This is an optimization exercise on Yosys and OpenROAD, whose aim is small area, not a production implementation. In this exercise RTL edits were held to simulation tests only and were not proved equivalent to the original. Power and IR drop assume default switching activity.

## old
Design ddr2_ctrl_top, start of the top module:
module ddr2_ctrl_top (
  input         clk,
  input         rst,
  input  [2:0]  af_cmd,
  input  [30:0] af_addr,
  input         af_empty,
  input         phy_init_done,
  output        ctrl_ref_flag,
  output        ctrl_af_rden,
  output        ctrl_wren,
  output        ctrl_rden,
  output [12:0] ctrl_addr,
  output [1:0]  ctrl_ba,
  output        ctrl_ras_n,
  output        ctrl_cas_n,
  output        ctrl_we_n,
  output [0:0]  ctrl_cs_n
);
  ddr2_ctrl u_ctrl (
    .clk           (clk),
    .rst           (rst),
    .af_cmd        (af_cmd),
    .af_addr       (af_addr),
    .af_empty      (af_empty),
    .phy_init_done (phy_init_done),
    .ctrl_ref_flag (ctrl_ref_flag),
    .ctrl_af_rden  (ctrl_af_rden),
    .ctrl_wren     (ctrl_wren),
    .ctrl_rden     (ctrl_rden),
    .ctrl_addr     (ctrl_addr),
    .ctrl_ba       (ctrl_ba),
    .ctrl_ras_n    (ctrl_ras_n),
    .ctrl_cas_n    (ctrl_cas_n),
    .ctrl_we_n     (ctrl_we_n),
    .ctrl_cs_n     (ctrl_cs_n)
  );
endmodule
For scale: roughly 440 cells after synthesis, ~61 I/O pins, ~5500 um2 of cells after synthesis.
export LEC_CHECK = 0
export CAP_MARGIN = 0
export CORE_MARGIN = 2
export CORE_UTILIZATION = 70
export GPL_TIMING_DRIVEN = 0
export PLACE_DENSITY = 0.8
export SLEW_MARGIN = 0
create_clock -name core_clock -period 5.0 [get_ports {clk}]
standard.sh (not shown) runs the stock make flow with config.mk's settings and CLKGATE_MAP_FILE= SYNTH_SCRIPT=/design/flow/synth_recipe.tcl, a recipe that flattens the netlist after the stock synthesis.
==> flow/flow/run.sh <==
#!/bin/bash
# The standard ORFS layout (standard.sh) with these changes:
#  - after the standard synthesis, flow/restructure.tcl re-maps the
#    combinational logic for area (OpenROAD restructure -target area); the
#    registers are kept as the standard synthesis made them;
#  - ports are buffered with buf_1 (BUFFER_PORTS_ARGS);
#  - CTS uses clkbuf_8 and inserts no dummy loads (CTS_ARGS).
# Each tool's output goes to a log file of its own here.
set -euo pipefail
export BUFFER_PORTS_ARGS="-buffer_cell sky130_fd_sc_hd__buf_1"
export REMOVE_ABC_BUFFERS=1
export CTS_ARGS="-sink_clustering_enable -repair_clock_nets -dont_use_dummy_load -buf_list sky130_fd_sc_hd__clkbuf_8"
R=orfs/results/sky130hd/ddr2_ctrl_top/base
LIB=$FLOW_HOME/platforms/sky130hd/lib/sky130_fd_sc_hd__tt_025C_1v80.lib

bash standard.sh synth > standard_synth.log 2>&1
cp $R/1_synth.odb $R/1_synth_std.odb
mkdir -p restructure_work
RS_LIB=$LIB RS_IN=$R/1_synth_std.odb RS_SDC=$R/1_synth.sdc RS_OUT=$R/1_synth_rs.odb \
RS_WORK=$PWD/restructure_work \
  openroad -no_init -exit flow/restructure.tcl > restructure.log 2>&1
cp $R/1_synth_rs.odb $R/1_synth.odb
touch $R/1_synth.sdc

bash standard.sh > standard.log 2>&1
==> flow/flow/restructure.tcl <==
# Area recovery on the standard synthesis's netlist: OpenROAD's restructure
# re-maps the combinational logic between the registers with ABC for area.
# The registers (their cells and names) are not touched.
read_liberty $::env(RS_LIB)
read_db $::env(RS_IN)
read_sdc $::env(RS_SDC)
set_dont_use [get_lib_cells {sky130_fd_sc_hd__probe_p_8 sky130_fd_sc_hd__probec_p_8 sky130_fd_sc_hd__lpflow_*}]
report_design_area
restructure -target area -liberty_file $::env(RS_LIB) \
  -tielo_port sky130_fd_sc_hd__conb_1/LO -tiehi_port sky130_fd_sc_hd__conb_1/HI \
  -work_dir $::env(RS_WORK)
report_design_area
report_worst_slack
write_db $::env(RS_OUT)
Here is what was changed in the inputs of new compared with old.
--- a/flow/flow/run.sh
+++ b/flow/flow/run.sh
@@ -4,2 +4,3 @@
-#    combinational logic for area (OpenROAD restructure -target area); the
-#    registers are kept as the standard synthesis made them;
+#    combinational logic for area (OpenROAD restructure -target area, with
+#    the platform's don't-use cells taken out of the Liberty file it maps
+#    to); the registers are kept as the standard synthesis made them;
@@ -19 +20,3 @@
-RS_LIB=$LIB RS_IN=$R/1_synth_std.odb RS_SDC=$R/1_synth.sdc RS_OUT=$R/1_synth_rs.odb \
+python3 flow/filter_lib.py $LIB restructure_work/abc.lib > filter_lib.log 2>&1
+RS_LIB=$LIB RS_ABC_LIB=$PWD/restructure_work/abc.lib \
+RS_IN=$R/1_synth_std.odb RS_SDC=$R/1_synth.sdc RS_OUT=$R/1_synth_rs.odb \
==> flow/flow/filter_lib.py (new file) <==
"""Write a copy of a Liberty file without the cells the platform marks
don't-use (sky130hd: probe_p_8, probec_p_8 and lpflow_* cells), for
restructure's ABC mapping, which reads the Liberty file directly."""
import re
import sys

src, dst = sys.argv[1], sys.argv[2]
text = open(src).read()
drop = re.compile(r'^sky130_fd_sc_hd__(probe_p_8|probec_p_8|lpflow_\w+)$')
out = []
pos = 0
for m in re.finditer(r'\n(\s*)cell\s*\(\s*"?(\w+)"?\s*\)\s*\{', text):
    if m.start() < pos:
        continue
    # find the end of this cell block by brace matching
    depth = 0
    i = m.end() - 1
    while True:
        c = text[i]
        if c == '{':
            depth += 1
        elif c == '}':
            depth -= 1
            if depth == 0:
                break
        i += 1
    out.append(text[pos:m.start()])
    if not drop.match(m.group(2)):
        out.append(text[m.start():i + 1])
    pos = i + 1
out.append(text[pos:])
open(dst, 'w').write(''.join(out))
--- a/flow/flow/restructure.tcl
+++ b/flow/flow/restructure.tcl
@@ -2 +2,2 @@
-# re-maps the combinational logic between the registers with ABC for area.
+# re-maps the combinational logic between the registers with ABC for area,
+# using a copy of the Liberty file without the platform's don't-use cells.
@@ -7 +7,0 @@
-set_dont_use [get_lib_cells {sky130_fd_sc_hd__probe_p_8 sky130_fd_sc_hd__probec_p_8 sky130_fd_sc_hd__lpflow_*}]
@@ -9 +9 @@
-restructure -target area -liberty_file $::env(RS_LIB) \
+restructure -target area -liberty_file $::env(RS_ABC_LIB) \
## What came out
new: all stages complete, timing, DRC and antenna checks passed
Relative to old, the via count measured on new has increased by a few percent.
new vs. old: area growth from synthesis to layout about even; core occupancy in the finished layout about even; global-route track usage on met2 rose 1.4 points; global-route wire length before repair rose 1.7%.

========
== alpha ==
ddr2_ctrl_top again, from the RTL that the note above started with.
Settings: LEC_CHECK=0, CAP_MARGIN=0, CORE_MARGIN=2, CORE_UTILIZATION=70, PLACE_DENSITY=0.8, SLEW_MARGIN=0; clock period 5.0 ns.
==> flow/flow/run.sh <==
#!/bin/bash
# Standard ORFS layout with two changes: ports are buffered with buf_1, and
# CTS inserts no dummy loads and uses small clock buffers. Each tool's output
# goes to a log file here.
set -euo pipefail
export BUFFER_PORTS_ARGS="-buffer_cell sky130_fd_sc_hd__buf_1"
export CTS_ARGS="-sink_clustering_enable -repair_clock_nets -dont_use_dummy_load -buf_list sky130_fd_sc_hd__clkbuf_8"
bash standard.sh > standard.log 2>&1
alpha: full flow OK, the timing, design-rule and antenna checks passed
#### Input delta (beta over alpha)
- setting GPL_TIMING_DRIVEN to 0 for the first time
-- flow/flow/run.sh --
<<< alpha, line 6
export BUFFER_PORTS_ARGS="-buffer_cell sky130_fd_sc_hd__buf_1"
export CTS_ARGS="-sink_clustering_enable -repair_clock_nets -dont_use_dummy_load -buf_list sky130_fd_sc_hd__clkbuf_8"
>>> beta, line 6
export BUFFER_PORTS_ARGS="-buffer_cell sky130_fd_sc_hd__buf_1"
export REMOVE_ABC_BUFFERS=1
export RECOVER_POWER=100
export CTS_ARGS="-sink_clustering_enable -repair_clock_nets -dont_use_dummy_load -buf_list sky130_fd_sc_hd__clkbuf_8"
Total power draw improves in beta relative to alpha.
beta vs. alpha: combinational fraction of design power went down; post-synthesis instance area did not really move; maximum frequency went down.
[compare] base=alpha new=beta: delay contributed by the slowest stage of the critical path increased by 0.11 ns relative to the old numbers; power dissipated by switching net loads went down by 0.37%.
Relative to alpha, cell area reported after detailed placement has decreased by 19 sq um in beta.
Signed area change from the synthesized netlist to the final layout: alpha and beta compared, higher one is alpha
Changes observed in beta relative to alpha: die height shows no meaningful change, proportion of cell area occupied by registers up 0.47 points.

==> static timing again, ports no longer ideal <==
The flow's constraints put no driver on any port. The routed layouts listed below were extracted and timed again, unchanged, in two steps. Step 1: set_driving_cell puts a clkbuf_16 on clk and a buf_2 on each other input, an assumption about the parent block. Step 2 adds t to the input delays and takes it off the output delays; t is the mean of the earliest and latest rising clock arrival at the registers after step 1. Input paths then give back, and output paths get back, about the clock's delay inside the block. Three values: ideal ports, drivers, drivers and shift; two values: the first two.
run | t, ns | slack for setup (ns) | hold WS [ns] | worst slew at a driven data input, ns | pins driven straight from the clock port
old | 0.442 | 0.624 / 0.592 / 1.014 | 0.336 / 0.336 / 0.336 | 0.04 | 1
new | 0.456 | 0.570 / 0.534 / 0.888 | 0.341 / 0.341 / 0.341 | 0.05 | 1
alpha | 0.449 | 1.634 / 1.600 / 2.049 | 0.365 / 0.365 / 0.365 | 0.04 | 1
beta | 0.447 | 1.553 / 1.553 / 1.553 | 0.329 / 0.329 / 0.329 | 0.04 | 1
After both steps every run listed still meets setup and hold.
